What follows belongs to an exercise in optimizing a design on an open flow for small area; a production flow would make more cautious choices. In this exercise RTL edits were held to simulation tests only and were not proved equivalent to the original. Power is estimated from default activity; no workload was simulated.

==> flow/design.v, too long to show whole: its modules and the start of the top module <==
// module vga640x480: 880 lines
// module bossBattleTop: 363 lines
module bossBattleTop(clk, btnRst, btnLeft, btnRight, btnShoot,
	seg, an, vgaRed, vgaGreen, vgaBlue, Hsync, Vsync
    );
  // ...
==> flow/flow/run.sh <==
#!/bin/bash
# Layout flow: the standard flow (standard.sh, unchanged synthesis and steps), with two
# changes: the port buffers are the smallest buffer cell, and clock tree synthesis adds no
# dummy loads to balance the tree.
set -euo pipefail
export BUFFER_PORTS_ARGS="-buffer_cell sky130_fd_sc_hd__buf_1"
export CTS_ARGS="-sink_clustering_enable -repair_clock_nets -dont_use_dummy_load"
bash standard.sh 2>&1 | tee standard.log
==> flow/standard.sh <==
#!/bin/bash
# synth_recipe.tcl (not shown) runs the flow's synth.tcl, then flattens the netlist and writes it again
# the make line also repeats each setting of config.mk as NAME=value (left out here)
make -C /OpenROAD-flow-scripts/flow DESIGN_CONFIG=/design/flow/config.mk WORK_HOME=/design/flow/orfs CLKGATE_MAP_FILE= SYNTH_SCRIPT=/design/flow/synth_recipe.tcl "${@:-finish}"
==> flow/config.mk <==
export PLATFORM = sky130hd
export DESIGN_NAME = bossBattleTop
export DESIGN_NICKNAME = bossBattleTop
export VERILOG_FILES = /design/flow/design.v
export SDC_FILE = /design/flow/constraint.sdc
export NUM_CORES = 4
export LEC_CHECK = 0
export CAP_MARGIN = 20
export CORE_MARGIN = 2
export CORE_UTILIZATION = 60
export SLEW_MARGIN = 20
==> flow/constraint.sdc <==
create_clock -name core_clock -period 10.0 [get_ports {clk}]
set_input_delay 2.0000 -clock core_clock [delete_from_list [all_inputs] [get_ports {clk}]]
set_output_delay 2.0000 -clock core_clock [all_outputs]
set_load 0.01 [all_outputs]
==> reports/qor.txt, run 1 <==
Sequential cell area share: 24.8%
Final Cell Area: 15900 µm²
Cell with the most instances after synthesis: nand2_1
Multi-input logic portion of the cell area: 64.9%
Combinational share of power: 9.2%
Final HPWL DP: 33.4 mm
Outcome: finished clean
Leading registers by flop count: itimer: 18 flops, u: 12 flops, vgaController.vc: 10 flops
Largest family of logic cells by synthesized area: simple AND/OR/NAND/NOR gates
Multiplexer area fraction after synthesis: 1.73%
Logic inverters: 157
Vias: 13900
Clock Latency Late Sink: 0.44 ns
Setup ws final: 1.35 ns
Synth Cell Area: 15300 µm²
Final Hold Fails: 0
Clkbuf count: 17
Reg area: 3960 µm²
Synth Area in Compound Gates: 19.5%
Met1 wire length: 19.4 mm
Synth cell types: 91
Total core area: 25100 µm²
Sequential power share: 52.4%
FFs & Latches: 179
List of most frequent post-synthesis cells: nand2_1, inv_1, nor2_1, dfxtp_1, ha_1
Internal power: 1100 µW
Wire per inst: 20.8 µm
==> module vga640x480, before the edit <==
module vga640x480(
	input wire clk,
	input wire dclk_en,		 
	input wire [9:0] hc,		 
	input wire hend,		 
	input wire rst,			 
	input wire display_player,
	input wire indicate1,
	input wire indicate2,
	input wire [4:0] bossHPk,	 
	input wire [2:0] bossState,	 
	input wire [5:1] bossAlive,	 
	input wire [8:0] bossProjY,	 
	input wire [5:0] playerJ,	 
	input wire [5:0] pq1, pq2, pq3,	 
	input wire [8:0] py1, py2, py3,	 
	input wire [1:0] gameState,
	output wire hsync,
	output wire vsync,
	output reg [2:0] red,
	output reg [2:0] green,
	output reg [1:0] blue
	);
parameter hpixels = 800;
parameter vlines = 521;
parameter hpulse = 96;
parameter vpulse = 2;
parameter vbp = 31;
parameter vfp = 511;
parameter bossHP_Y = 56;
parameter bossHP_H = 40;
parameter bossHP_X = 144 + 50;
parameter PX_PER_BLOCK = 15;
parameter EYE_PX_PER_BLOCK = 10;
parameter VICTORY_Y = 233;
parameter VICTORY_X = 179;
parameter GAMEOVER_X = 314;
parameter GAMEOVER_Y = 189;
parameter LEFT_EYE_X = 334;
parameter LEFT_EYE_Y = 151;
parameter RIGHT_EYE_X = 264+230;
parameter RIGHT_EYE_Y = 151;
parameter INDIC_W = 10;
parameter INDIC_H = 15;
parameter INDIC_Y = 231;
parameter INDIC1_1X = 254;
parameter INDIC1_2X = 664;
parameter INDIC2_1X = 144 + 30;
parameter INDIC2_2X = 464;
parameter INDIC2_3X = 783 - 30;
parameter bossX = 264;
parameter bossY = 121;
parameter bossW = 400;
parameter bossH = 110;
reg [9:0] vc;
reg [5:0] gq;
reg [3:0] gr;
always @(posedge clk)
begin
	if (rst == 1)
	begin
		vc <= 0;
		gq <= 1;
		gr <= 9;
	end
	else if (hend)
	begin
		gq <= 1;
		gr <= 9;
		if (LEc(vc, vlines - 2))
			vc <= INCr(vc);
		else
			vc <= 0;
	end
	else if (dclk_en)
	begin
		if (gr == 14) begin
			gr <= 0;
			gq <= INCr(gq);
		end
		else
			gr <= INCr(gr);
	end
end
assign hsync = GEc(hc, hpulse);
assign vsync = GEc(vc, vpulse);
function [11:0] ADDr(input [11:0] a, input [11:0] b);
	integer i;
	reg c;
	begin
		c = 1'b0;
		for (i = 0; i < 12; i = i + 1) begin
			ADDr[i] = a[i] ^ b[i] ^ c;
			c = (a[i] & b[i]) | (c & (a[i] ^ b[i]));
		end
	end
endfunction
function [11:0] SUBr(input [11:0] a, input [11:0] b);
	integer i;
	reg c;
	begin
		c = 1'b1;
		for (i = 0; i < 12; i = i + 1) begin
			SUBr[i] = a[i] ^ ~b[i] ^ c;
			c = (a[i] & ~b[i]) | (c & (a[i] ^ ~b[i]));
		end
	end
endfunction
function [11:0] INCr(input [11:0] a);
	integer i;
	reg c;
	begin
		c = 1'b1;
		for (i = 0; i < 12; i = i + 1) begin
			INCr[i] = a[i] ^ c;
			c = c & a[i];
		end
	end
endfunction
function [11:0] DECr(input [11:0] a);
	integer i;
	reg c;
	begin
		c = 1'b1;
		for (i = 0; i < 12; i = i + 1) begin
			DECr[i] = a[i] ^ c;
			c = c & ~a[i];
		end
	end
endfunction
function GEc(input [11:0] x, input [11:0] c);
	integer i;
	reg r;
	begin
		r = 1'b1;
		for (i = 0; i < 12; i = i + 1)
			r = c[i] ? (x[i] & r) : (x[i] | r);
		GEc = r;
	end
endfunction
function LEc(input [11:0] x, input [11:0] c);
	integer i;
	reg r;
	begin
		r = 1'b1;
		for (i = 0; i < 12; i = i + 1)
			r = c[i] ? (~x[i] | r) : (~x[i] & r);
		LEc = r;
	end
endfunction
wire [10:0] dv = SUBr(vc, bossProjY);		 
wire [10:0] ds = SUBr(hc, bossProjY);		 
wire [10:0] dt = ADDr(hc, bossProjY);		 
reg bvy;
reg [5:1] bcol;
always @(*) begin
	bvy = LEc(dv, 25);
	bcol = 0;
	case (bossState)
		3'd2, 3'd4: bcol = {GEc(hc, 654) && LEc(hc, 674), GEc(hc, 554) && LEc(hc, 574), GEc(hc, 454) && LEc(hc, 474),
			GEc(hc, 354) && LEc(hc, 374), GEc(hc, 254) && LEc(hc, 274)};
		3'd3, 3'd5: bcol = {1'b0, GEc(hc, 604) && LEc(hc, 624), GEc(hc, 504) && LEc(hc, 524),
			GEc(hc, 404) && LEc(hc, 424), GEc(hc, 304) && LEc(hc, 324)};
		3'd6: begin
			bcol = {3'b0, GEc(hc, 614) && LEc(hc, 714), GEc(hc, 214) && LEc(hc, 314)};
			bvy = GEc(vc, 231) && LEc(vc, 511);	 
		end
		3'd7: begin
			bcol = {2'b0, GEc(hc, 683) && LEc(hc, 783), GEc(hc, 414) && LEc(hc, 514), GEc(hc, 144) && LEc(hc, 244)};
			bvy = GEc(vc, 231) && LEc(vc, 511);	 
		end
		3'd1: begin
			bcol = {1'b0, GEc(dt, 685) && LEc(dt, 705), GEc(ds, 223) && LEc(ds, 243), GEc(dt, 915) && LEc(dt, 935), GEc(ds, 13) && LEc(ds, 33)};
			bvy = LEc(dv, 20);
		end
		default: ;
	endcase
end
wire bossProjDraw = bvy && |(bcol & bossAlive);
wire [5:0] dq = SUBr(gq, playerJ);
wire playerDraw = display_player && GEc(vc, 450) && LEc(vc, 480) &&
	((dq == 0 && GEc(gr, 8)) || dq == 1 || (dq == 2 && LEc(gr, 8)));
wire [9:0] dv1 = SUBr(vc, py1);
wire [9:0] dv2 = SUBr(vc, py2);
wire [9:0] dv3 = SUBr(vc, py3);
wire pcol = LEc(gr, 10);
wire pd1 = pcol && gq == pq1 && GEc(py1, 31) && LEc(dv1, 10);
wire pd2 = pcol && gq == pq2 && GEc(py2, 31) && LEc(dv2, 10);
wire pd3 = pcol && gq == pq3 && GEc(py3, 31) && LEc(dv3, 10);
wire [9:0] bossHPend = ADDr(ADDr({bossHPk, 4'b0}, {bossHPk, 2'b0}), bossHP_X);
wire dc0 = GEc(vc, vbp) && LEc(vc, (vfp) - 1);
wire dc1 = GEc(vc, LEFT_EYE_Y + (2*EYE_PX_PER_BLOCK)) && LEc(vc, LEFT_EYE_Y + (4*EYE_PX_PER_BLOCK)) && GEc(hc, LEFT_EYE_X + (5*EYE_PX_PER_BLOCK)) && LEc(hc, LEFT_EYE_X + (7*EYE_PX_PER_BLOCK));
wire dc2 = GEc(vc, LEFT_EYE_Y + EYE_PX_PER_BLOCK) && LEc(vc, LEFT_EYE_Y + (2*EYE_PX_PER_BLOCK)) && GEc(hc, LEFT_EYE_X + (5*EYE_PX_PER_BLOCK)) && LEc(hc, LEFT_EYE_X + (6*EYE_PX_PER_BLOCK));
wire dc3 = GEc(vc, LEFT_EYE_Y) && LEc(vc, LEFT_EYE_Y + EYE_PX_PER_BLOCK) && GEc(hc, LEFT_EYE_X) && LEc(hc, LEFT_EYE_X + (3*EYE_PX_PER_BLOCK));
wire dc4 = GEc(vc, LEFT_EYE_Y + EYE_PX_PER_BLOCK) && LEc(vc, LEFT_EYE_Y + (2*EYE_PX_PER_BLOCK)) && GEc(hc, LEFT_EYE_X + EYE_PX_PER_BLOCK) && LEc(hc, LEFT_EYE_X + (6*EYE_PX_PER_BLOCK));
wire dc5 = GEc(vc, LEFT_EYE_Y + (2*EYE_PX_PER_BLOCK)) && LEc(vc, LEFT_EYE_Y + (3*EYE_PX_PER_BLOCK)) && GEc(hc, LEFT_EYE_X + EYE_PX_PER_BLOCK) && LEc(hc, LEFT_EYE_X + (9*EYE_PX_PER_BLOCK));
wire dc6 = GEc(vc, LEFT_EYE_Y + (3*EYE_PX_PER_BLOCK)) && LEc(vc, LEFT_EYE_Y + (4*EYE_PX_PER_BLOCK)) && GEc(hc, LEFT_EYE_X + (2*EYE_PX_PER_BLOCK)) && LEc(hc, LEFT_EYE_X + (9*EYE_PX_PER_BLOCK));
wire dc7 = GEc(vc, LEFT_EYE_Y + (4*EYE_PX_PER_BLOCK)) && LEc(vc, LEFT_EYE_Y + (5*EYE_PX_PER_BLOCK)) && GEc(hc, LEFT_EYE_X + (3*EYE_PX_PER_BLOCK)) && LEc(hc, LEFT_EYE_X + (9*EYE_PX_PER_BLOCK));
wire dc8 = GEc(vc, LEFT_EYE_Y + (5*EYE_PX_PER_BLOCK)) && LEc(vc, LEFT_EYE_Y + (6*EYE_PX_PER_BLOCK)) && GEc(hc, LEFT_EYE_X + (4*EYE_PX_PER_BLOCK)) && LEc(hc, LEFT_EYE_X + (8*EYE_PX_PER_BLOCK));
wire dc9 = GEc(vc, LEFT_EYE_Y - (2*EYE_PX_PER_BLOCK)) && LEc(vc, LEFT_EYE_Y - EYE_PX_PER_BLOCK) && GEc(hc, LEFT_EYE_X + (3*EYE_PX_PER_BLOCK)) && LEc(hc, LEFT_EYE_X + (6*EYE_PX_PER_BLOCK));
wire dc10 = GEc(vc, LEFT_EYE_Y - EYE_PX_PER_BLOCK) && LEc(vc, LEFT_EYE_Y) && GEc(hc, LEFT_EYE_X + (5*EYE_PX_PER_BLOCK)) && LEc(hc, LEFT_EYE_X + (8*EYE_PX_PER_BLOCK));
wire dc11 = GEc(vc, LEFT_EYE_Y) && LEc(vc, LEFT_EYE_Y + EYE_PX_PER_BLOCK) && GEc(hc, LEFT_EYE_X + (7*EYE_PX_PER_BLOCK)) && LEc(hc, LEFT_EYE_X + (10*EYE_PX_PER_BLOCK));
wire dc12 = GEc(vc, RIGHT_EYE_Y + (2*EYE_PX_PER_BLOCK)) && LEc(vc, RIGHT_EYE_Y + (4*EYE_PX_PER_BLOCK)) && GEc(hc, RIGHT_EYE_X + (2*EYE_PX_PER_BLOCK)) && LEc(hc, RIGHT_EYE_X + (4*EYE_PX_PER_BLOCK));
wire dc13 = GEc(vc, RIGHT_EYE_Y + EYE_PX_PER_BLOCK) && LEc(vc, RIGHT_EYE_Y + (2*EYE_PX_PER_BLOCK)) && GEc(hc, RIGHT_EYE_X + (3*EYE_PX_PER_BLOCK)) && LEc(hc, RIGHT_EYE_X + (4*EYE_PX_PER_BLOCK));
wire dc14 = GEc(vc, RIGHT_EYE_Y) && LEc(vc, RIGHT_EYE_Y + EYE_PX_PER_BLOCK) && GEc(hc, RIGHT_EYE_X + (6*EYE_PX_PER_BLOCK)) && LEc(hc, RIGHT_EYE_X + (9*EYE_PX_PER_BLOCK));
wire dc15 = GEc(vc, RIGHT_EYE_Y + EYE_PX_PER_BLOCK) && LEc(vc, RIGHT_EYE_Y + (2*EYE_PX_PER_BLOCK)) && GEc(hc, RIGHT_EYE_X + (3*EYE_PX_PER_BLOCK)) && LEc(hc, RIGHT_EYE_X + (8*EYE_PX_PER_BLOCK));
wire dc16 = GEc(vc, RIGHT_EYE_Y + (2*EYE_PX_PER_BLOCK)) && LEc(vc, RIGHT_EYE_Y + (3*EYE_PX_PER_BLOCK)) && GEc(hc, RIGHT_EYE_X) && LEc(hc, RIGHT_EYE_X + (8*EYE_PX_PER_BLOCK));
wire dc17 = GEc(vc, RIGHT_EYE_Y + (3*EYE_PX_PER_BLOCK)) && LEc(vc, RIGHT_EYE_Y + (4*EYE_PX_PER_BLOCK)) && GEc(hc, RIGHT_EYE_X) && LEc(hc, RIGHT_EYE_X + (7*EYE_PX_PER_BLOCK));
wire dc18 = GEc(vc, RIGHT_EYE_Y + (4*EYE_PX_PER_BLOCK)) && LEc(vc, RIGHT_EYE_Y + (5*EYE_PX_PER_BLOCK)) && GEc(hc, RIGHT_EYE_X) && LEc(hc, RIGHT_EYE_X + (6*EYE_PX_PER_BLOCK));
wire dc19 = GEc(vc, RIGHT_EYE_Y + (5*EYE_PX_PER_BLOCK)) && LEc(vc, RIGHT_EYE_Y + (6*EYE_PX_PER_BLOCK)) && GEc(hc, RIGHT_EYE_X + EYE_PX_PER_BLOCK) && LEc(hc, RIGHT_EYE_X + (5*EYE_PX_PER_BLOCK));
wire dc20 = GEc(vc, RIGHT_EYE_Y - (2*EYE_PX_PER_BLOCK)) && LEc(vc, RIGHT_EYE_Y - EYE_PX_PER_BLOCK) && GEc(hc, RIGHT_EYE_X + (3*EYE_PX_PER_BLOCK)) && LEc(hc, RIGHT_EYE_X + (6*EYE_PX_PER_BLOCK));
wire dc21 = GEc(vc, RIGHT_EYE_Y - EYE_PX_PER_BLOCK) && LEc(vc, RIGHT_EYE_Y) && GEc(hc, RIGHT_EYE_X + EYE_PX_PER_BLOCK) && LEc(hc, RIGHT_EYE_X + (4*EYE_PX_PER_BLOCK));
wire dc22 = GEc(vc, RIGHT_EYE_Y) && LEc(vc, RIGHT_EYE_Y + EYE_PX_PER_BLOCK) && GEc(hc, RIGHT_EYE_X - EYE_PX_PER_BLOCK) && LEc(hc, RIGHT_EYE_X + (2*EYE_PX_PER_BLOCK));
wire dc23 = GEc(vc, bossY) && LEc(vc, bossY + bossH) && GEc(hc, bossX) && LEc(hc, bossX + bossW);
wire dc24 = GEc(vc, bossHP_Y) && LEc(vc, (bossHP_Y + bossHP_H)) && GEc(hc, bossHP_X) && LEc(hc, bossHPend);
wire dc25 = GEc(bossHPk, (18) + 1);
wire dc26 = GEc(bossHPk, (9) + 1);
wire dc27 = indicate1 && GEc(vc, INDIC_Y) && LEc(vc, INDIC_Y + INDIC_H) && ((GEc(hc, INDIC1_1X) && LEc(hc, INDIC1_1X + INDIC_W)) || (GEc(hc, INDIC1_2X) && LEc(hc, INDIC1_2X + INDIC_W)));
wire dc28 = indicate2 && GEc(vc, INDIC_Y) && LEc(vc, INDIC_Y + INDIC_H) && ((GEc(hc, INDIC2_1X) && LEc(hc, INDIC2_1X + INDIC_W)) || (GEc(hc, INDIC2_2X) && LEc(hc, INDIC2_2X + INDIC_W)) || (GEc(hc, INDIC2_3X) && LEc(hc, INDIC2_3X + INDIC_W)));
wire dc29 = GEc(vc, VICTORY_Y) && LEc(vc, VICTORY_Y + (3*PX_PER_BLOCK)) && (GEc(gq, 14) || (gq == 13 && GEc(gr, 8))) && (LEc(gq, 13) || (gq == 14 && LEc(gr, 8)));
wire dc30 = GEc(vc, VICTORY_Y) && LEc(vc, VICTORY_Y + (3*PX_PER_BLOCK)) && (GEc(gq, 18) || (gq == 17 && GEc(gr, 8))) && (LEc(gq, 17) || (gq == 18 && LEc(gr, 8)));
wire dc31 = GEc(vc, VICTORY_Y + (3*PX_PER_BLOCK)) && LEc(vc, VICTORY_Y + (4*PX_PER_BLOCK)) && (((GEc(gq, 15) || (gq == 14 && GEc(gr, 8))) && (LEc(gq, 14) || (gq == 15 && LEc(gr, 8)))) || ((GEc(gq, 17) || (gq == 16 && GEc(gr, 8))) && (LEc(gq, 16) || (gq == 17 && LEc(gr, 8)))));
wire dc32 = GEc(vc, VICTORY_Y + (4*PX_PER_BLOCK)) && LEc(vc, VICTORY_Y + (5*PX_PER_BLOCK)) && (GEc(gq, 16) || (gq == 15 && GEc(gr, 8))) && (LEc(gq, 15) || (gq == 16 && LEc(gr, 8)));
wire dc33 = GEc(vc, VICTORY_Y) && LEc(vc, VICTORY_Y + (5*PX_PER_BLOCK)) && (GEc(gq, 20) || (gq == 19 && GEc(gr, 8))) && (LEc(gq, 19) || (gq == 20 && LEc(gr, 8)));
wire dc34 = GEc(vc, VICTORY_Y) && LEc(vc, VICTORY_Y + PX_PER_BLOCK) && (GEc(gq, 22) || (gq == 21 && GEc(gr, 8))) && (LEc(gq, 24) || (gq == 25 && LEc(gr, 8)));
wire dc35 = GEc(vc, VICTORY_Y) && LEc(vc, VICTORY_Y + (5*PX_PER_BLOCK)) && (GEc(gq, 22) || (gq == 21 && GEc(gr, 8))) && (LEc(gq, 21) || (gq == 22 && LEc(gr, 8)));
wire dc36 = GEc(vc, VICTORY_Y + (4*PX_PER_BLOCK)) && LEc(vc, VICTORY_Y + (5*PX_PER_BLOCK)) && (GEc(gq, 22) || (gq == 21 && GEc(gr, 8))) && (LEc(gq, 24) || (gq == 25 && LEc(gr, 8)));
wire dc37 = GEc(vc, VICTORY_Y) && LEc(vc, VICTORY_Y + PX_PER_BLOCK) && (GEc(gq, 27) || (gq == 26 && GEc(gr, 8))) && (LEc(gq, 30) || (gq == 31 && LEc(gr, 8)));
wire dc38 = GEc(vc, VICTORY_Y) && LEc(vc, VICTORY_Y + (5*PX_PER_BLOCK)) && (GEc(gq, 29) || (gq == 28 && GEc(gr, 8))) && (LEc(gq, 28) || (gq == 29 && LEc(gr, 8)));
wire dc39 = GEc(vc, VICTORY_Y) && LEc(vc, VICTORY_Y + PX_PER_BLOCK) && (GEc(gq, 34) || (gq == 33 && GEc(gr, 8))) && (LEc(gq, 34) || (gq == 35 && LEc(gr, 8)));
wire dc40 = GEc(vc, VICTORY_Y + PX_PER_BLOCK) && LEc(vc, VICTORY_Y + (4*PX_PER_BLOCK)) && (GEc(gq, 33) || (gq == 32 && GEc(gr, 8))) && (LEc(gq, 32) || (gq == 33 && LEc(gr, 8)));
wire dc41 = GEc(vc, VICTORY_Y + PX_PER_BLOCK) && LEc(vc, VICTORY_Y + (4*PX_PER_BLOCK)) && (GEc(gq, 36) || (gq == 35 && GEc(gr, 8))) && (LEc(gq, 35) || (gq == 36 && LEc(gr, 8)));
wire dc42 = GEc(vc, VICTORY_Y + (4*PX_PER_BLOCK)) && LEc(vc, VICTORY_Y + (5*PX_PER_BLOCK)) && (GEc(gq, 34) || (gq == 33 && GEc(gr, 8))) && (LEc(gq, 34) || (gq == 35 && LEc(gr, 8)));
wire dc43 = GEc(vc, VICTORY_Y) && LEc(vc, VICTORY_Y + PX_PER_BLOCK) && (GEc(gq, 38) || (gq == 37 && GEc(gr, 8))) && (LEc(gq, 39) || (gq == 40 && LEc(gr, 8)));
wire dc44 = GEc(vc, VICTORY_Y) && LEc(vc, VICTORY_Y + (5*PX_PER_BLOCK)) && (GEc(gq, 38) || (gq == 37 && GEc(gr, 8))) && (LEc(gq, 37) || (gq == 38 && LEc(gr, 8)));
wire dc45 = GEc(vc, VICTORY_Y + (2*PX_PER_BLOCK)) && LEc(vc, VICTORY_Y + (3*PX_PER_BLOCK)) && (GEc(gq, 38) || (gq == 37 && GEc(gr, 8))) && (LEc(gq, 40) || (gq == 41 && LEc(gr, 8)));
wire dc46 = GEc(vc, VICTORY_Y + PX_PER_BLOCK) && LEc(vc, VICTORY_Y + (2*PX_PER_BLOCK)) && (GEc(gq, 41) || (gq == 40 && GEc(gr, 8))) && (LEc(gq, 40) || (gq == 41 && LEc(gr, 8)));
wire dc47 = GEc(vc, VICTORY_Y + (3*PX_PER_BLOCK)) && LEc(vc, VICTORY_Y + (4*PX_PER_BLOCK)) && (GEc(gq, 40) || (gq == 39 && GEc(gr, 8))) && (LEc(gq, 39) || (gq == 40 && LEc(gr, 8)));
wire dc48 = GEc(vc, VICTORY_Y + (4*PX_PER_BLOCK)) && LEc(vc, VICTORY_Y + (5*PX_PER_BLOCK)) && (GEc(gq, 41) || (gq == 40 && GEc(gr, 8))) && (LEc(gq, 40) || (gq == 41 && LEc(gr, 8)));
wire dc49 = GEc(vc, VICTORY_Y) && LEc(vc, VICTORY_Y + PX_PER_BLOCK) && (((GEc(gq, 43) || (gq == 42 && GEc(gr, 8))) && (LEc(gq, 42) || (gq == 43 && LEc(gr, 8)))) || ((GEc(gq, 47) || (gq == 46 && GEc(gr, 8))) && (LEc(gq, 46) || (gq == 47 && LEc(gr, 8)))));
wire dc50 = GEc(vc, VICTORY_Y + PX_PER_BLOCK) && LEc(vc, VICTORY_Y + (2*PX_PER_BLOCK)) && (((GEc(gq, 44) || (gq == 43 && GEc(gr, 8))) && (LEc(gq, 43) || (gq == 44 && LEc(gr, 8)))) || ((GEc(gq, 46) || (gq == 45 && GEc(gr, 8))) && (LEc(gq, 45) || (gq == 46 && LEc(gr, 8)))));
wire dc51 = GEc(vc, VICTORY_Y + (2*PX_PER_BLOCK)) && LEc(vc, VICTORY_Y + (5*PX_PER_BLOCK)) && (GEc(gq, 45) || (gq == 44 && GEc(gr, 8))) && (LEc(gq, 44) || (gq == 45 && LEc(gr, 8)));
wire dc52 = GEc(vc, VICTORY_Y) && LEc(vc, VICTORY_Y + (3*PX_PER_BLOCK)) && (GEc(gq, 49) || (gq == 48 && GEc(gr, 8))) && (LEc(gq, 48) || (gq == 49 && LEc(gr, 8)));
wire dc53 = GEc(vc, VICTORY_Y + (4*PX_PER_BLOCK)) && LEc(vc, VICTORY_Y + (5*PX_PER_BLOCK)) && (GEc(gq, 49) || (gq == 48 && GEc(gr, 8))) && (LEc(gq, 48) || (gq == 49 && LEc(gr, 8)));
wire dc54 = GEc(vc, GAMEOVER_Y) && LEc(vc, GAMEOVER_Y + PX_PER_BLOCK) && (GEc(gq, 24) || (gq == 23 && GEc(gr, 8))) && (LEc(gq, 25) || (gq == 26 && LEc(gr, 8)));
wire dc55 = GEc(vc, GAMEOVER_Y + PX_PER_BLOCK) && LEc(vc, GAMEOVER_Y + (4*PX_PER_BLOCK)) && (GEc(gq, 23) || (gq == 22 && GEc(gr, 8))) && (LEc(gq, 22) || (gq == 23 && LEc(gr, 8)));
wire dc56 = GEc(vc, GAMEOVER_Y + (4*PX_PER_BLOCK)) && LEc(vc, GAMEOVER_Y + (5*PX_PER_BLOCK)) && (GEc(gq, 24) || (gq == 23 && GEc(gr, 8))) && (LEc(gq, 25) || (gq == 26 && LEc(gr, 8)));
wire dc57 = GEc(vc, GAMEOVER_Y + (2*PX_PER_BLOCK)) && LEc(vc, GAMEOVER_Y + (5*PX_PER_BLOCK)) && (GEc(gq, 26) || (gq == 25 && GEc(gr, 8))) && (LEc(gq, 25) || (gq == 26 && LEc(gr, 8)));
wire dc58 = GEc(vc, GAMEOVER_Y + (2*PX_PER_BLOCK)) && LEc(vc, GAMEOVER_Y + (3*PX_PER_BLOCK)) && (GEc(gq, 25) || (gq == 24 && GEc(gr, 8))) && (LEc(gq, 24) || (gq == 25 && LEc(gr, 8)));
wire dc59 = GEc(vc, GAMEOVER_Y) && LEc(vc, GAMEOVER_Y + PX_PER_BLOCK) && (GEc(gq, 29) || (gq == 28 && GEc(gr, 8))) && (LEc(gq, 29) || (gq == 30 && LEc(gr, 8)));
wire dc60 = GEc(vc, GAMEOVER_Y + PX_PER_BLOCK) && LEc(vc, GAMEOVER_Y + (5*PX_PER_BLOCK)) && (GEc(gq, 28) || (gq == 27 && GEc(gr, 8))) && (LEc(gq, 27) || (gq == 28 && LEc(gr, 8)));
wire dc61 = GEc(vc, GAMEOVER_Y + PX_PER_BLOCK) && LEc(vc, GAMEOVER_Y + (5*PX_PER_BLOCK)) && (GEc(gq, 31) || (gq == 30 && GEc(gr, 8))) && (LEc(gq, 30) || (gq == 31 && LEc(gr, 8)));
wire dc62 = GEc(vc, GAMEOVER_Y + (2*PX_PER_BLOCK)) && LEc(vc, GAMEOVER_Y + (3*PX_PER_BLOCK)) && (GEc(gq, 29) || (gq == 28 && GEc(gr, 8))) && (LEc(gq, 29) || (gq == 30 && LEc(gr, 8)));
wire dc63 = GEc(vc, GAMEOVER_Y) && LEc(vc, GAMEOVER_Y + (5*PX_PER_BLOCK)) && (GEc(gq, 33) || (gq == 32 && GEc(gr, 8))) && (LEc(gq, 32) || (gq == 33 && LEc(gr, 8)));
wire dc64 = GEc(vc, GAMEOVER_Y + PX_PER_BLOCK) && LEc(vc, GAMEOVER_Y + (2*PX_PER_BLOCK)) && (GEc(gq, 34) || (gq == 33 && GEc(gr, 8))) && (LEc(gq, 33) || (gq == 34 && LEc(gr, 8)));
wire dc65 = GEc(vc, GAMEOVER_Y + (2*PX_PER_BLOCK)) && LEc(vc, GAMEOVER_Y + (3*PX_PER_BLOCK)) && (GEc(gq, 35) || (gq == 34 && GEc(gr, 8))) && (LEc(gq, 34) || (gq == 35 && LEc(gr, 8)));
wire dc66 = GEc(vc, GAMEOVER_Y + PX_PER_BLOCK) && LEc(vc, GAMEOVER_Y + (2*PX_PER_BLOCK)) && (GEc(gq, 36) || (gq == 35 && GEc(gr, 8))) && (LEc(gq, 35) || (gq == 36 && LEc(gr, 8)));
wire dc67 = GEc(vc, GAMEOVER_Y) && LEc(vc, GAMEOVER_Y + (5*PX_PER_BLOCK)) && (GEc(gq, 37) || (gq == 36 && GEc(gr, 8))) && (LEc(gq, 36) || (gq == 37 && LEc(gr, 8)));
wire dc68 = GEc(vc, GAMEOVER_Y) && LEc(vc, GAMEOVER_Y + PX_PER_BLOCK) && (GEc(gq, 40) || (gq == 39 && GEc(gr, 8))) && (LEc(gq, 41) || (gq == 42 && LEc(gr, 8)));
wire dc69 = GEc(vc, GAMEOVER_Y + (2*PX_PER_BLOCK)) && LEc(vc, GAMEOVER_Y + (3*PX_PER_BLOCK)) && (GEc(gq, 40) || (gq == 39 && GEc(gr, 8))) && (LEc(gq, 40) || (gq == 41 && LEc(gr, 8)));
wire dc70 = GEc(vc, GAMEOVER_Y + (4*PX_PER_BLOCK)) && LEc(vc, GAMEOVER_Y + (5*PX_PER_BLOCK)) && (GEc(gq, 40) || (gq == 39 && GEc(gr, 8))) && (LEc(gq, 41) || (gq == 42 && LEc(gr, 8)));
wire dc71 = GEc(vc, GAMEOVER_Y) && LEc(vc, GAMEOVER_Y + (5*PX_PER_BLOCK)) && (GEc(gq, 39) || (gq == 38 && GEc(gr, 8))) && (LEc(gq, 38) || (gq == 39 && LEc(gr, 8)));
wire dc72 = GEc(vc, GAMEOVER_Y + (6*PX_PER_BLOCK)) && LEc(vc, GAMEOVER_Y + (7*PX_PER_BLOCK)) && (GEc(gq, 24) || (gq == 23 && GEc(gr, 8))) && (LEc(gq, 24) || (gq == 25 && LEc(gr, 8)));
wire dc73 = GEc(vc, GAMEOVER_Y + (7*PX_PER_BLOCK)) && LEc(vc, GAMEOVER_Y + (10*PX_PER_BLOCK)) && (GEc(gq, 23) || (gq == 22 && GEc(gr, 8))) && (LEc(gq, 22) || (gq == 23 && LEc(gr, 8)));
wire dc74 = GEc(vc, GAMEOVER_Y + (7*PX_PER_BLOCK)) && LEc(vc, GAMEOVER_Y + (10*PX_PER_BLOCK)) && (GEc(gq, 26) || (gq == 25 && GEc(gr, 8))) && (LEc(gq, 25) || (gq == 26 && LEc(gr, 8)));
wire dc75 = GEc(vc, GAMEOVER_Y + (10*PX_PER_BLOCK)) && LEc(vc, GAMEOVER_Y + (11*PX_PER_BLOCK)) && (GEc(gq, 24) || (gq == 23 && GEc(gr, 8))) && (LEc(gq, 24) || (gq == 25 && LEc(gr, 8)));
wire dc76 = GEc(vc, GAMEOVER_Y + (6*PX_PER_BLOCK)) && LEc(vc, GAMEOVER_Y + (9*PX_PER_BLOCK)) && (GEc(gq, 28) || (gq == 27 && GEc(gr, 8))) && (LEc(gq, 27) || (gq == 28 && LEc(gr, 8)));
wire dc77 = GEc(vc, GAMEOVER_Y + (6*PX_PER_BLOCK)) && LEc(vc, GAMEOVER_Y + (9*PX_PER_BLOCK)) && (GEc(gq, 32) || (gq == 31 && GEc(gr, 8))) && (LEc(gq, 31) || (gq == 32 && LEc(gr, 8)));
wire dc78 = GEc(vc, GAMEOVER_Y + (9*PX_PER_BLOCK)) && LEc(vc, GAMEOVER_Y + (10*PX_PER_BLOCK)) && (GEc(gq, 29) || (gq == 28 && GEc(gr, 8))) && (LEc(gq, 28) || (gq == 29 && LEc(gr, 8)));
wire dc79 = GEc(vc, GAMEOVER_Y + (10*PX_PER_BLOCK)) && LEc(vc, GAMEOVER_Y + (11*PX_PER_BLOCK)) && (GEc(gq, 30) || (gq == 29 && GEc(gr, 8))) && (LEc(gq, 29) || (gq == 30 && LEc(gr, 8)));
wire dc80 = GEc(vc, GAMEOVER_Y + (9*PX_PER_BLOCK)) && LEc(vc, GAMEOVER_Y + (10*PX_PER_BLOCK)) && (GEc(gq, 31) || (gq == 30 && GEc(gr, 8))) && (LEc(gq, 30) || (gq == 31 && LEc(gr, 8)));
wire dc81 = GEc(vc, GAMEOVER_Y + (6*PX_PER_BLOCK)) && LEc(vc, GAMEOVER_Y + (11*PX_PER_BLOCK)) && (GEc(gq, 34) || (gq == 33 && GEc(gr, 8))) && (LEc(gq, 33) || (gq == 34 && LEc(gr, 8)));
wire dc82 = GEc(vc, GAMEOVER_Y + (6*PX_PER_BLOCK)) && LEc(vc, GAMEOVER_Y + (7*PX_PER_BLOCK)) && (GEc(gq, 35) || (gq == 34 && GEc(gr, 8))) && (LEc(gq, 36) || (gq == 37 && LEc(gr, 8)));
wire dc83 = GEc(vc, GAMEOVER_Y + (8*PX_PER_BLOCK)) && LEc(vc, GAMEOVER_Y + (9*PX_PER_BLOCK)) && (GEc(gq, 35) || (gq == 34 && GEc(gr, 8))) && (LEc(gq, 35) || (gq == 36 && LEc(gr, 8)));
wire dc84 = GEc(vc, GAMEOVER_Y + (10*PX_PER_BLOCK)) && LEc(vc, GAMEOVER_Y + (11*PX_PER_BLOCK)) && (GEc(gq, 35) || (gq == 34 && GEc(gr, 8))) && (LEc(gq, 36) || (gq == 37 && LEc(gr, 8)));
wire dc85 = GEc(vc, GAMEOVER_Y + (6*PX_PER_BLOCK)) && LEc(vc, GAMEOVER_Y + (11*PX_PER_BLOCK)) && (GEc(gq, 39) || (gq == 38 && GEc(gr, 8))) && (LEc(gq, 38) || (gq == 39 && LEc(gr, 8)));
wire dc86 = GEc(vc, GAMEOVER_Y + (6*PX_PER_BLOCK)) && LEc(vc, GAMEOVER_Y + (7*PX_PER_BLOCK)) && (GEc(gq, 40) || (gq == 39 && GEc(gr, 8))) && (LEc(gq, 40) || (gq == 41 && LEc(gr, 8)));
wire dc87 = GEc(vc, GAMEOVER_Y + (8*PX_PER_BLOCK)) && LEc(vc, GAMEOVER_Y + (9*PX_PER_BLOCK)) && (GEc(gq, 40) || (gq == 39 && GEc(gr, 8))) && (LEc(gq, 41) || (gq == 42 && LEc(gr, 8)));
wire dc88 = GEc(vc, GAMEOVER_Y + (7*PX_PER_BLOCK)) && LEc(vc, GAMEOVER_Y + (8*PX_PER_BLOCK)) && (GEc(gq, 42) || (gq == 41 && GEc(gr, 8))) && (LEc(gq, 41) || (gq == 42 && LEc(gr, 8)));
wire dc89 = GEc(vc, GAMEOVER_Y + (9*PX_PER_BLOCK)) && LEc(vc, GAMEOVER_Y + (10*PX_PER_BLOCK)) && (GEc(gq, 41) || (gq == 40 && GEc(gr, 8))) && (LEc(gq, 40) || (gq == 41 && LEc(gr, 8)));
wire dc90 = GEc(vc, GAMEOVER_Y + (10*PX_PER_BLOCK)) && LEc(vc, GAMEOVER_Y + (11*PX_PER_BLOCK)) && (GEc(gq, 42) || (gq == 41 && GEc(gr, 8))) && (LEc(gq, 41) || (gq == 42 && LEc(gr, 8)));
always @(*)
begin
	red = 3'b000;
	green = 3'b000;
	blue = 2'b00;
	if (dc0)
	begin
		if (gameState == 2'b00) begin
			if (dc1)
			begin
				red = 3'b000;
				green = 3'b000;
				blue = 2'b00;
			end
			else if (dc2)
			begin
				red = 3'b000;
				green = 3'b000;
				blue = 2'b00;
			end
			else if (dc3)
			begin
				red = 3'b111;
				green = 3'b111;
				blue = 2'b11;
			end
			else if (dc4)
			begin
				red = 3'b111;
				green = 3'b111;
				blue = 2'b11;
			end
			else if (dc5)
			begin
				red = 3'b111;
				green = 3'b111;
				blue = 2'b11;
			end
			else if (dc6)
			begin
				red = 3'b111;
				green = 3'b111;
				blue = 2'b11;
			end
			else if (dc7)
			begin
				red = 3'b111;
				green = 3'b111;
				blue = 2'b11;
			end
			else if (dc8)
			begin
				red = 3'b111;
				green = 3'b111;
				blue = 2'b11;
			end
			else if (dc9)
			begin
				red = 3'b000;
				green = 3'b000;
				blue = 2'b00;
			end
			else if (dc10)
			begin
				red = 3'b000;
				green = 3'b000;
				blue = 2'b00;
			end
			else if (dc11)
			begin
				red = 3'b000;
				green = 3'b000;
				blue = 2'b00;
			end
			else if (dc12)
			begin
				red = 3'b000;
				green = 3'b000;
				blue = 2'b00;
			end
			else if (dc13)
			begin
				red = 3'b000;
				green = 3'b000;
				blue = 2'b00;
			end
			else if (dc14)
			begin
				red = 3'b111;
				green = 3'b111;
				blue = 2'b11;
			end
			else if (dc15)
			begin
				red = 3'b111;
				green = 3'b111;
				blue = 2'b11;
			end
			else if (dc16)
			begin
				red = 3'b111;
				green = 3'b111;
				blue = 2'b11;
			end
			else if (dc17)
			begin
				red = 3'b111;
				green = 3'b111;
				blue = 2'b11;
			end
			else if (dc18)
			begin
				red = 3'b111;
				green = 3'b111;
				blue = 2'b11;
			end
			else if (dc19)
			begin
				red = 3'b111;
				green = 3'b111;
				blue = 2'b11;
			end
			else if (dc20)
			begin
				red = 3'b000;
				green = 3'b000;
				blue = 2'b00;
			end
			else if (dc21)
			begin
				red = 3'b000;
				green = 3'b000;
				blue = 2'b00;
			end
			else if (dc22)
			begin
				red = 3'b000;
				green = 3'b000;
				blue = 2'b00;
			end
			else if (dc23)
			begin
				red = 3'b111;
				green = 3'b000;
				blue = 2'b00;
			end
			else if (dc24)
			begin
				if (dc25) begin
					red = 3'b000;
					green = 3'b111;
					blue = 2'b00;
				end
				else if (dc26) begin
					red = 3'b111;
					green = 3'b111;
					blue = 2'b00;
				end
				else begin
					red = 3'b111;
					green = 3'b000;
					blue = 2'b00;
				end
			end
			else if (dc27)
			begin
				red = 3'b111;
				green = 3'b111;
				blue = 2'b00;
			end
			else if (dc28)
			begin
				red = 3'b111;
				green = 3'b111;
				blue = 2'b00;
			end
			else if (bossProjDraw)
			begin
				red = 3'b111;
				green = 3'b000;
				blue = 2'b11;
			end
			else if (playerDraw)
			begin
				red = 3'b000;
				green = 3'b000;
				blue = 2'b11;
			end
			else if (pd1 || pd2 || pd3)
			begin
				red = 3'b000;
				green = 3'b111;
				blue = 2'b11;
			end
			else
			begin
				red = 0;
				green = 0;
				blue = 0;
			end
		end
		else if (gameState == 2'b01) begin
			if (dc29)
			begin
				red = 3'b000;
				green = 3'b111;
				blue = 2'b00;
			end
			else if (dc30)
			begin
				red = 3'b000;
				green = 3'b111;
				blue = 2'b00;
			end
			else if (dc31)
			begin
				red = 3'b000;
				green = 3'b111;
				blue = 2'b00;
			end
			else if (dc32)
			begin
				red = 3'b000;
				green = 3'b111;
				blue = 2'b00;
			end
			else if (dc33)
			begin
				red = 3'b000;
				green = 3'b111;
				blue = 2'b00;
			end
			else if (dc34)
			begin
				red = 3'b000;
				green = 3'b111;
				blue = 2'b00;
			end
			else if (dc35)
			begin
				red = 3'b000;
				green = 3'b111;
				blue = 2'b00;
			end
			else if (dc36)
			begin
				red = 3'b000;
				green = 3'b111;
				blue = 2'b00;
			end
			else if (dc37)
			begin
				red = 3'b000;
				green = 3'b111;
				blue = 2'b00;
			end
			else if (dc38)
			begin
				red = 3'b000;
				green = 3'b111;
				blue = 2'b00;
			end
			else if (dc39)
			begin
				red = 3'b000;
				green = 3'b111;
				blue = 2'b00;
			end
			else if (dc40)
			begin
				red = 3'b000;
				green = 3'b111;
				blue = 2'b00;
			end
			else if (dc41)
			begin
				red = 3'b000;
				green = 3'b111;
				blue = 2'b00;
			end
			else if (dc42)
			begin
				red = 3'b000;
				green = 3'b111;
				blue = 2'b00;
			end
			else if (dc43)
			begin
				red = 3'b000;
				green = 3'b111;
				blue = 2'b00;
			end
			else if (dc44)
			begin
				red = 3'b000;
				green = 3'b111;
				blue = 2'b00;
			end
			else if (dc45)
			begin
				red = 3'b000;
				green = 3'b111;
				blue = 2'b00;
			end
			else if (dc46)
			begin
				red = 3'b000;
				green = 3'b111;
				blue = 2'b00;
			end
			else if (dc47)
			begin
				red = 3'b000;
				green = 3'b111;
				blue = 2'b00;
			end
			else if (dc48)
			begin
				red = 3'b000;
				green = 3'b111;
				blue = 2'b00;
			end
			else if (dc49)
			begin
				red = 3'b000;
				green = 3'b111;
				blue = 2'b00;
			end
			else if (dc50)
			begin
				red = 3'b000;
				green = 3'b111;
				blue = 2'b00;
			end
			else if (dc51)
			begin
				red = 3'b000;
				green = 3'b111;
				blue = 2'b00;
			end
			else if (dc52)
			begin
				red = 3'b000;
				green = 3'b111;
				blue = 2'b00;
			end
            else if (dc53)
            begin
                red = 3'b000;
                green = 3'b111;
                blue = 2'b00;
            end
			else
			begin
				red = 0;
				green = 0;
				blue = 0;
			end
		end
		else if (gameState == 2'b10)
		begin
			if (dc54)
			begin
				red = 3'b111;
				green = 3'b111;
				blue = 2'b11;
			end
			else if (dc55)
			begin
				red = 3'b111;
				green = 3'b111;
				blue = 2'b11;
			end
			else if (dc56)
			begin
				red = 3'b111;
				green = 3'b111;
				blue = 2'b11;
			end
			else if (dc57)
			begin
				red = 3'b111;
				green = 3'b111;
				blue = 2'b11;
			end
			else if (dc58)
			begin
				red = 3'b111;
				green = 3'b111;
				blue = 2'b11;
			end
			else if (dc59)
			begin
				red = 3'b111;
				green = 3'b111;
				blue = 2'b11;
			end
			else if (dc60)
			begin
				red = 3'b111;
				green = 3'b111;
				blue = 2'b11;
			end
			else if (dc61)
			begin
				red = 3'b111;
				green = 3'b111;
				blue = 2'b11;
			end
			else if (dc62)
			begin
				red = 3'b111;
				green = 3'b111;
				blue = 2'b11;
			end
			else if (dc63)
			begin
				red = 3'b111;
				green = 3'b111;
				blue = 2'b11;
			end
			else if (dc64)
			begin
				red = 3'b111;
				green = 3'b111;
				blue = 2'b11;
			end
			else if (dc65)
			begin
				red = 3'b111;
				green = 3'b111;
				blue = 2'b11;
			end
			else if (dc66)
			begin
				red = 3'b111;
				green = 3'b111;
				blue = 2'b11;
			end
			else if (dc67)
			begin
				red = 3'b111;
				green = 3'b111;
				blue = 2'b11;
			end
			else if (dc68)
			begin
				red = 3'b111;
				green = 3'b111;
				blue = 2'b11;
			end
			else if (dc69)
			begin
				red = 3'b111;
				green = 3'b111;
				blue = 2'b11;
			end
			else if (dc70)
			begin
				red = 3'b111;
				green = 3'b111;
				blue = 2'b11;
			end
			else if (dc71)
			begin
				red = 3'b111;
				green = 3'b111;
				blue = 2'b11;
			end
			else if (dc72)
			begin
				red = 3'b111;
				green = 3'b111;
				blue = 2'b11;
			end
			else if (dc73)
			begin
				red = 3'b111;
				green = 3'b111;
				blue = 2'b11;
			end
			else if (dc74)
			begin
				red = 3'b111;
				green = 3'b111;
				blue = 2'b11;
			end
			else if (dc75)
			begin
				red = 3'b111;
				green = 3'b111;
				blue = 2'b11;
			end
			else if (dc76)
			begin
				red = 3'b111;
				green = 3'b111;
				blue = 2'b11;
			end
			else if (dc77)
			begin
				red = 3'b111;
				green = 3'b111;
				blue = 2'b11;
			end
			else if (dc78)
			begin
				red = 3'b111;
				green = 3'b111;
				blue = 2'b11;
			end
			else if (dc79)
			begin
				red = 3'b111;
				green = 3'b111;
				blue = 2'b11;
			end
			else if (dc80)
			begin
				red = 3'b111;
				green = 3'b111;
				blue = 2'b11;
			end
			else if (dc81)
			begin
				red = 3'b111;
				green = 3'b111;
				blue = 2'b11;
			end
			else if (dc82)
			begin
				red = 3'b111;
				green = 3'b111;
				blue = 2'b11;
			end
			else if (dc83)
			begin
				red = 3'b111;
				green = 3'b111;
				blue = 2'b11;
			end
			else if (dc84)
			begin
				red = 3'b111;
				green = 3'b111;
				blue = 2'b11;
			end
			else if (dc85)
			begin
				red = 3'b111;
				green = 3'b111;
				blue = 2'b11;
			end
			else if (dc86)
			begin
				red = 3'b111;
				green = 3'b111;
				blue = 2'b11;
			end
			else if (dc87)
			begin
				red = 3'b111;
				green = 3'b111;
				blue = 2'b11;
			end
			else if (dc88)
			begin
				red = 3'b111;
				green = 3'b111;
				blue = 2'b11;
			end
			else if (dc89)
			begin
				red = 3'b111;
				green = 3'b111;
				blue = 2'b11;
			end
			else if (dc90)
			begin
				red = 3'b111;
				green = 3'b111;
				blue = 2'b11;
			end
			else
			begin
				red = 0;
				green = 0;
				blue = 0;
			end
		end
	end
	else
	begin
		red = 0;
		green = 0;
		blue = 0;
	end
end
endmodule
==> inputs of run 2 (changes only) <==
--- a/flow/design.v
+++ b/flow/design.v
@@ -190,4 +190,53 @@
 wire pd3 = pcol && gq == pq3 && GEc(py3, 31) && LEc(dv3, 10);
 wire [9:0] bossHPend = ADDr(ADDr({bossHPk, 4'b0}, {bossHPk, 2'b0}), bossHP_X);
+wire gr_ge8 = GEc(gr, 8);
+wire gr_le8 = LEc(gr, 8);
+localparam [63:0] vic_A0 = 64'h000144e67dea2000;
+localparam [63:0] vic_B0 = 64'h000289ccfbd44000;
+wire vic_r0 = GEc(vc, 233) && LEc(vc, 248) && ((gr_ge8 && vic_A0[gq]) || (gr_le8 && vic_B0[gq]));
+localparam [63:0] vic_A1 = 64'h00012929102a2000;
+localparam [63:0] vic_B1 = 64'h0002525220544000;
+wire vic_r1 = GEc(vc, 248) && LEc(vc, 263) && ((gr_ge8 && vic_A1[gq]) || (gr_le8 && vic_B1[gq]));
+localparam [63:0] vic_A2 = 64'h000111e9102a2000;
+localparam [63:0] vic_B2 = 64'h000223d220544000;
+wire vic_r2 = GEc(vc, 263) && LEc(vc, 278) && ((gr_ge8 && vic_A2[gq]) || (gr_le8 && vic_B2[gq]));
+localparam [63:0] vic_A3 = 64'h000010a910294000;
+localparam [63:0] vic_B3 = 64'h0000215220528000;
+wire vic_r3 = GEc(vc, 278) && LEc(vc, 293) && ((gr_ge8 && vic_A3[gq]) || (gr_le8 && vic_B3[gq]));
+localparam [63:0] vic_A4 = 64'h0001112611e88000;
+localparam [63:0] vic_B4 = 64'h0002224c23d10000;
+wire vic_r4 = GEc(vc, 293) && LEc(vc, 308) && ((gr_ge8 && vic_A4[gq]) || (gr_le8 && vic_B4[gq]));
+localparam [63:0] gov_A0 = 64'h000003d133800000;
+localparam [63:0] gov_B0 = 64'h000007a267000000;
+wire gov_r0 = GEc(vc, 189) && LEc(vc, 204) && ((gr_ge8 && gov_A0[gq]) || (gr_le8 && gov_B0[gq]));
+localparam [63:0] gov_A1 = 64'h0000005b48400000;
+localparam [63:0] gov_B1 = 64'h000000b690800000;
+wire gov_r1 = GEc(vc, 204) && LEc(vc, 219) && ((gr_ge8 && gov_A1[gq]) || (gr_le8 && gov_B1[gq]));
+localparam [63:0] gov_A2 = 64'h000001d57b400000;
+localparam [63:0] gov_B2 = 64'h000003aaf6800000;
+wire gov_r2 = GEc(vc, 219) && LEc(vc, 234) && ((gr_ge8 && gov_A2[gq]) || (gr_le8 && gov_B2[gq]));
+localparam [63:0] gov_A3 = 64'h000000514a400000;
+localparam [63:0] gov_B3 = 64'h000000a294800000;
+wire gov_r3 = GEc(vc, 234) && LEc(vc, 249) && ((gr_ge8 && gov_A3[gq]) || (gr_le8 && gov_B3[gq]));
+localparam [63:0] gov_A4 = 64'h000003d14b800000;
+localparam [63:0] gov_B4 = 64'h000007a297000000;
+wire gov_r4 = GEc(vc, 249) && LEc(vc, 264) && ((gr_ge8 && gov_A4[gq]) || (gr_le8 && gov_B4[gq]));
+localparam [63:0] gov_A6 = 64'h000001de89800000;
+localparam [63:0] gov_B6 = 64'h000003bd13000000;
+wire gov_r6 = GEc(vc, 279) && LEc(vc, 294) && ((gr_ge8 && gov_A6[gq]) || (gr_le8 && gov_B6[gq]));
+localparam [63:0] gov_A7 = 64'h000002428a400000;
+localparam [63:0] gov_B7 = 64'h0000048514800000;
+wire gov_r7 = GEc(vc, 294) && LEc(vc, 309) && ((gr_ge8 && gov_A7[gq]) || (gr_le8 && gov_B7[gq]));
+localparam [63:0] gov_A8 = 64'h000003ce8a400000;
+localparam [63:0] gov_B8 = 64'h0000079d14800000;
+wire gov_r8 = GEc(vc, 309) && LEc(vc, 324) && ((gr_ge8 && gov_A8[gq]) || (gr_le8 && gov_B8[gq]));
+localparam [63:0] gov_A9 = 64'h0000014252400000;
+localparam [63:0] gov_B9 = 64'h00000284a4800000;
+wire gov_r9 = GEc(vc, 324) && LEc(vc, 339) && ((gr_ge8 && gov_A9[gq]) || (gr_le8 && gov_B9[gq]));
+localparam [63:0] gov_A10 = 64'h0000025e21800000;
+localparam [63:0] gov_B10 = 64'h000004bc43000000;
+wire gov_r10 = GEc(vc, 339) && LEc(vc, 354) && ((gr_ge8 && gov_A10[gq]) || (gr_le8 && gov_B10[gq]));
+wire victoryLit = vic_r0 || vic_r1 || vic_r2 || vic_r3 || vic_r4;
+wire gameoverLit = gov_r0 || gov_r1 || gov_r2 || gov_r3 || gov_r4 || gov_r6 || gov_r7 || gov_r8 || gov_r9 || gov_r10;
 wire dc0 = GEc(vc, vbp) && LEc(vc, (vfp) - 1);
 wire dc1 = GEc(vc, LEFT_EYE_Y + (2*EYE_PX_PER_BLOCK)) && LEc(vc, LEFT_EYE_Y + (4*EYE_PX_PER_BLOCK)) && GEc(hc, LEFT_EYE_X + (5*EYE_PX_PER_BLOCK)) && LEc(hc, LEFT_EYE_X + (7*EYE_PX_PER_BLOCK));
@@ -483,5 +532,5 @@
 		end
 		else if (gameState == 2'b01) begin
-			if (dc29)
+			if (victoryLit)
 			begin
 				red = 3'b000;
@@ -489,182 +538,8 @@
 				blue = 2'b00;
 			end
-			else if (dc30)
-			begin
-				red = 3'b000;
-				green = 3'b111;
-				blue = 2'b00;
-			end
-			else if (dc31)
-			begin
-				red = 3'b000;
-				green = 3'b111;
-				blue = 2'b00;
-			end
-			else if (dc32)
-			begin
-				red = 3'b000;
-				green = 3'b111;
-				blue = 2'b00;
-			end
-			else if (dc33)
-			begin
-				red = 3'b000;
-				green = 3'b111;
-				blue = 2'b00;
-			end
-			else if (dc34)
-			begin
-				red = 3'b000;
-				green = 3'b111;
-				blue = 2'b00;
-			end
-			else if (dc35)
-			begin
-				red = 3'b000;
-				green = 3'b111;
-				blue = 2'b00;
-			end
-			else if (dc36)
-			begin
-				red = 3'b000;
-				green = 3'b111;
-				blue = 2'b00;
-			end
-			else if (dc37)
-			begin
-				red = 3'b000;
-				green = 3'b111;
-				blue = 2'b00;
-			end
-			else if (dc38)
-			begin
-				red = 3'b000;
-				green = 3'b111;
-				blue = 2'b00;
-			end
-			else if (dc39)
-			begin
-				red = 3'b000;
-				green = 3'b111;
-				blue = 2'b00;
-			end
-			else if (dc40)
-			begin
-				red = 3'b000;
-				green = 3'b111;
-				blue = 2'b00;
-			end
-			else if (dc41)
-			begin
-				red = 3'b000;
-				green = 3'b111;
-				blue = 2'b00;
-			end
-			else if (dc42)
-			begin
-				red = 3'b000;
-				green = 3'b111;
-				blue = 2'b00;
-			end
-			else if (dc43)
-			begin
-				red = 3'b000;
-				green = 3'b111;
-				blue = 2'b00;
-			end
-			else if (dc44)
-			begin
-				red = 3'b000;
-				green = 3'b111;
-				blue = 2'b00;
-			end
-			else if (dc45)
-			begin
-				red = 3'b000;
-				green = 3'b111;
-				blue = 2'b00;
-			end
-			else if (dc46)
-			begin
-				red = 3'b000;
-				green = 3'b111;
-				blue = 2'b00;
-			end
-			else if (dc47)
-			begin
-				red = 3'b000;
-				green = 3'b111;
-				blue = 2'b00;
-			end
-			else if (dc48)
-			begin
-				red = 3'b000;
-				green = 3'b111;
-				blue = 2'b00;
-			end
-			else if (dc49)
-			begin
-				red = 3'b000;
-				green = 3'b111;
-				blue = 2'b00;
-			end
-			else if (dc50)
-			begin
-				red = 3'b000;
-				green = 3'b111;
-				blue = 2'b00;
-			end
-			else if (dc51)
-			begin
-				red = 3'b000;
-				green = 3'b111;
-				blue = 2'b00;
-			end
-			else if (dc52)
-			begin
-				red = 3'b000;
-				green = 3'b111;
-				blue = 2'b00;
-			end
-            else if (dc53)
-            begin
-                red = 3'b000;
-                green = 3'b111;
-                blue = 2'b00;
-            end
-			else
-			begin
-				red = 0;
-				green = 0;
-				blue = 0;
-			end
 		end
 		else if (gameState == 2'b10)
 		begin
-			if (dc54)
-			begin
-				red = 3'b111;
-				green = 3'b111;
-				blue = 2'b11;
-			end
-			else if (dc55)
-			begin
-				red = 3'b111;
-				green = 3'b111;
-				blue = 2'b11;
-			end
-			else if (dc56)
-			begin
-				red = 3'b111;
-				green = 3'b111;
-				blue = 2'b11;
-			end
-			else if (dc57)
-			begin
-				red = 3'b111;
-				green = 3'b111;
-				blue = 2'b11;
-			end
-			else if (dc58)
+			if (gameoverLit)
 			begin
 				red = 3'b111;
@@ -672,202 +547,4 @@
 				blue = 2'b11;
 			end
-			else if (dc59)
-			begin
-				red = 3'b111;
-				green = 3'b111;
-				blue = 2'b11;
-			end
-			else if (dc60)
-			begin
-				red = 3'b111;
-				green = 3'b111;
-				blue = 2'b11;
-			end
-			else if (dc61)
-			begin
-				red = 3'b111;
-				green = 3'b111;
-				blue = 2'b11;
-			end
-			else if (dc62)
-			begin
-				red = 3'b111;
-				green = 3'b111;
-				blue = 2'b11;
-			end
-			else if (dc63)
-			begin
-				red = 3'b111;
-				green = 3'b111;
-				blue = 2'b11;
-			end
-			else if (dc64)
-			begin
-				red = 3'b111;
-				green = 3'b111;
-				blue = 2'b11;
-			end
-			else if (dc65)
-			begin
-				red = 3'b111;
-				green = 3'b111;
-				blue = 2'b11;
-			end
-			else if (dc66)
-			begin
-				red = 3'b111;
-				green = 3'b111;
-				blue = 2'b11;
-			end
-			else if (dc67)
-			begin
-				red = 3'b111;
-				green = 3'b111;
-				blue = 2'b11;
-			end
-			else if (dc68)
-			begin
-				red = 3'b111;
-				green = 3'b111;
-				blue = 2'b11;
-			end
-			else if (dc69)
-			begin
-				red = 3'b111;
-				green = 3'b111;
-				blue = 2'b11;
-			end
-			else if (dc70)
-			begin
-				red = 3'b111;
-				green = 3'b111;
-				blue = 2'b11;
-			end
-			else if (dc71)
-			begin
-				red = 3'b111;
-				green = 3'b111;
-				blue = 2'b11;
-			end
-			else if (dc72)
-			begin
-				red = 3'b111;
-				green = 3'b111;
-				blue = 2'b11;
-			end
-			else if (dc73)
-			begin
-				red = 3'b111;
-				green = 3'b111;
-				blue = 2'b11;
-			end
-			else if (dc74)
-			begin
-				red = 3'b111;
-				green = 3'b111;
-				blue = 2'b11;
-			end
-			else if (dc75)
-			begin
-				red = 3'b111;
-				green = 3'b111;
-				blue = 2'b11;
-			end
-			else if (dc76)
-			begin
-				red = 3'b111;
-				green = 3'b111;
-				blue = 2'b11;
-			end
-			else if (dc77)
-			begin
-				red = 3'b111;
-				green = 3'b111;
-				blue = 2'b11;
-			end
-			else if (dc78)
-			begin
-				red = 3'b111;
-				green = 3'b111;
-				blue = 2'b11;
-			end
-			else if (dc79)
-			begin
-				red = 3'b111;
-				green = 3'b111;
-				blue = 2'b11;
-			end
-			else if (dc80)
-			begin
-				red = 3'b111;
-				green = 3'b111;
-				blue = 2'b11;
-			end
-			else if (dc81)
-			begin
-				red = 3'b111;
-				green = 3'b111;
-				blue = 2'b11;
-			end
-			else if (dc82)
-			begin
-				red = 3'b111;
-				green = 3'b111;
-				blue = 2'b11;
-			end
-			else if (dc83)
-			begin
-				red = 3'b111;
-				green = 3'b111;
-				blue = 2'b11;
-			end
-			else if (dc84)
-			begin
-				red = 3'b111;
-				green = 3'b111;
-				blue = 2'b11;
-			end
-			else if (dc85)
-			begin
-				red = 3'b111;
-				green = 3'b111;
-				blue = 2'b11;
-			end
-			else if (dc86)
-			begin
-				red = 3'b111;
-				green = 3'b111;
-				blue = 2'b11;
-			end
-			else if (dc87)
-			begin
-				red = 3'b111;
-				green = 3'b111;
-				blue = 2'b11;
-			end
-			else if (dc88)
-			begin
-				red = 3'b111;
-				green = 3'b111;
-				blue = 2'b11;
-			end
-			else if (dc89)
-			begin
-				red = 3'b111;
-				green = 3'b111;
-				blue = 2'b11;
-			end
-			else if (dc90)
-			begin
-				red = 3'b111;
-				green = 3'b111;
-				blue = 2'b11;
-			end
-			else
-			begin
-				red = 0;
-				green = 0;
-				blue = 0;
-			end
 		end
 	end
--- a/flow/config.mk
+++ b/flow/config.mk
@@ -8,4 +8,4 @@
 export CAP_MARGIN = 20
 export CORE_MARGIN = 2
-export CORE_UTILIZATION = 60
+export CORE_UTILIZATION = 40
 export SLEW_MARGIN = 20
==> run 2 against run 1 <==
Against the previous run: sequential share of layout area fell by 0.48 points; die area rose by 49%; cell count is 8.0% higher; largest power group unchanged; critical path type unchanged; first-iteration DRC count rose by 12%; global-route usage shrank 11 points; setup slack better by 0.0030 ns; register-to-register slack better by 0.33 ns; largest cell class unchanged; highest routed layer unchanged; cell area increased by 2.0%.
==> reports/qor.txt, run 2 <==
Outcome: finished clean
Grt total ovfl: 0
First-pass GRT wire length: 72.5 mm
Vias: 13800 (-1.1%)
Clock skew: 0.0252 ns
Crit Path Category: flop to primary output
PortBufs: 25
TritonCTS buffer count: 17
Inst Count DP: 2305
Reg clk slew, reported paths: 0.06 ns
Cell Chain, Critical Path: inv_1 > fa_1 > fa_1 > fa_1 > fa_1 > inv_1 > fa_1 > inv_1 > fa_1 > fa_1 > inv_1 > fa_1 > ha_1 > nand3b_1 > nor2_1 > o2111ai_1 > nand4_1 > o31a_1 > or4b_1 > a211oi_2 > buf_1
Post-synthesis sequential area ratio: 25.7%
Yosys reg bits: 179
CTS tree: done
Wire per inst: 19.4 µm (-6.8%)
Die Height: 200 µm
Clock root buffer: clkbuf_16
List of most frequent post-synthesis cells: nor2_1, inv_1, dfxtp_1, nand2_1, ha_1
Measured slew at the worst slew-check pin: 1.10 ns
CP Launch Type: flop
HP Class: flop to flop
Post-route ant nets: 0
Most area-hungry cell type in the Yosys netlist: dfxtp_1
Area Growth Syn to Fin: 5.74%
Commonest non-fill, non-tap cell in the layout: nor2_1
CTS resizes: 0
Max H-tree Level: 4
R2R Path Start: pJ[0]$_SDFFE_PP1P_
DRC errors left: 0
Fin util: 43.1%
Max stage delay on crit path: 0.83 ns
R2r endpoint: playerHit$_DFF_P_
Cell with the most instances after synthesis: nor2_1
# rows: 71
Drt total wl: 45.1 mm
Most frequent cells in the layout: nor2_1, inv_1, nand2_1
PD cells: 90.2 nW/µm²
Slowest CP cell: dfxtp_1
CP Max Fanout: 21
DIE AREA: 40000 µm²
Clock Latency Late Sink: 0.45 ns (about the same)
Largest net degree at the start of global routing: 72
Synth Cell Area: 15400 µm² (+0.55%)
R2R depth: 20
Clk sink count: 179
Critical Path RT: 8.00 ns
Postcts setup bufs: 0
DIE WIDTH: 200 µm
ANT cells: 0
RSZ-0062 raised after global routing: false
R2r setup slk: 4.41 ns
Leading registers by flop count: itimer: 18 flops, u: 12 flops, vgaController.vc: 10 flops
All-Layer GR Usage: 22.5%
CTS Buffer Depth: 2
Gate Count Post-Synth: 1856
Vias in the first global route: 13200
Drt pass-1 iters: 6
Syn nets: 2057
Tmin final: 8.65 ns
Yosys top cell area share: 18.4%
Total core area: 37800 µm² (+50%)
Dpl cell area: 15800 µm²
Final Cell Area: 16300 µm² (+2.0%)
Final setup violation count: 0
Antenna violations before repair: 0
Fillcell total: 3802
Final Hold Fails: 0 (unchanged)
Initial DRC Count: 1566
Ranking of synthesized cells by area: dfxtp_1, ha_1, fa_1
Max_cap viols: 0
I/O pin total: 27
Synth Warn #: 2
Starting Density: 40.7%
Max FFs per register: 18
Max IR drop VDD: 0.000112 V
Synthesized area per cell: 8.29 µm²
Max_slew headroom: 26.5%
Multi-input combinational cell area: 10500 µm²
Top FF cell, synth: dfxtp_1
Ys async rst share: 1.12%
Final Wtd Congestion: 0.919
Most Frequent Cell on Critical Path: fa_1
Part of the cycle the worst path needs: 86.5%
P_leak: 0.00637 µW
Highest clock rate: 116 MHz
Setup TNS: 0 ns
Worst hold stages: 0
Final HPWL DP: 33.6 mm (+0.58%)
Max-slew violations: 0
Synth cell types: 94 (+3.3%)
Fin nets: 2014
CTS hold repair buffers: 0
WP data arrival: 6.65 ns
Share of cells above drive strength 1: 4.58%
EDFF count, synth: 36
CP Capture Point: vgaGreen[1]
Reg area: 3960 µm² (about the same)
Critical Path End Type: primary output
CP Launch Point: u[3]$_SDFF_PP0_
Final non-filler cell total: 2322
Largest Register: itimer
Vias per inst: 5.94
-- run 2: where the power goes --
| part | switching, µW | total [µW] | internal, µW |
|---|---|---|---|
| clock network | 261 | 556 | 295 |
| logic | 85.0 | 138 | 52.8 |
| registers | 21.4 | 774 | 752 |
-- run 2: worst min path at each step --
stage | slack (ns) | end | from
CTS | 0.36 | arst_ff[0]$_DFF_PP1_ | arst_ff[1]$_DFF_PP1_
global route | 0.37 | arst_ff[0]$_DFF_PP1_ | arst_ff[1]$_DFF_PP1_
finish | 0.36 | arst_ff[0]$_DFF_PP1_ | arst_ff[1]$_DFF_PP1_
detailed placement | 0.35 | arst_ff[0]$_DFF_PP1_ | arst_ff[1]$_DFF_PP1_
floorplan | 0.35 | arst_ff[0]$_DFF_PP1_ | arst_ff[1]$_DFF_PP1_
global placement | 0.35 | arst_ff[0]$_DFF_PP1_ | arst_ff[1]$_DFF_PP1_
-- run 2: cells by family (layout without fill, tap and decap cells) --
kind of cell	count (synthesis)	count (layout)	share of synthesized area (%)
flops	179	179	25.7
compound gates	428	428	18.8
simple gates	714	714	24.5
xor+xnor	47	47	2.68
mux	34	34	2.28
other cells	2	2	0.0488
fa+ha+maj	198	198	19.4
buf+inv	254	209	6.53
-- run 2: layout make-up --
| cell class | count | share of cell area (%) |
|---|---|---|
| Timing Repair Buffer | 44 | 1.45 |
| Tap cell | 511 | 3.93 |
| Inverter | 148 | 3.42 |
| Multi-Input combinational cell | 1423 | 64.3 |
| Clock buffer | 17 | 2.62 |
| Sequential cell | 179 | 24.3 |
-- run 2: critical path, delay by kind of cell (launching register included) --
family / cells / cell delay (ns)
DFF: 1 / 0.83
and+or+nand+nor: 4 / 0.94
adders and majority gates: 9 / 2.99
buffers and inverters: 5 / 0.58
AOI/OAI and AO/OA: 3 / 0.86
-- run 2: routing by layer --
metal  global-route usage (%)  wire length (µm)
met1                     30.9             20600
met2                     35.7             20500
met3                     3.25              2690
met4                     8.64              1290
met5                        0                 0
-- run 2: per-stage QoR --
stage	setup slack, ns	power [µW]	hold slack, ns
floorplan	2.28	883	0.345
global placement	2.05	921	0.348
detailed placement	1.86	925	0.352
CTS	1.37	1480	0.361
global route	1.01	1530	0.367
finish	1.35	1470	0.358

## re-timing with driven ports
In the flow no input, the clock included, has a driving cell. The finished layouts below were timed again as built, in two steps. Step 1 (the two cells are an assumption about what drives the block):
set clk [get_ports {clk}]
set_driving_cell -lib_cell sky130_fd_sc_hd__clkbuf_16 $clk
set_driving_cell -lib_cell sky130_fd_sc_hd__buf_2 [delete_from_list [all_inputs] $clk]
Step 2 times the ports against the registers' clock, not the clock port: input delays grow and output delays shrink by t, the midpoint of the rising clock arrivals with the driver on. Slacks: ideal ports / drivers / drivers and shift; pairs: ideal ports / drivers.
run	t, ns	slack for setup (ns)	slew at the worst register clock pin (ns)	worst slew at a driven data input, ns
run 1	0.476	1.346 / 1.295 / 1.771	0.08 / 0.08	0.04
run 2	0.491	1.349 / 1.297 / 1.788	0.08 / 0.08	0.03
After both steps every run listed still meets setup and hold.
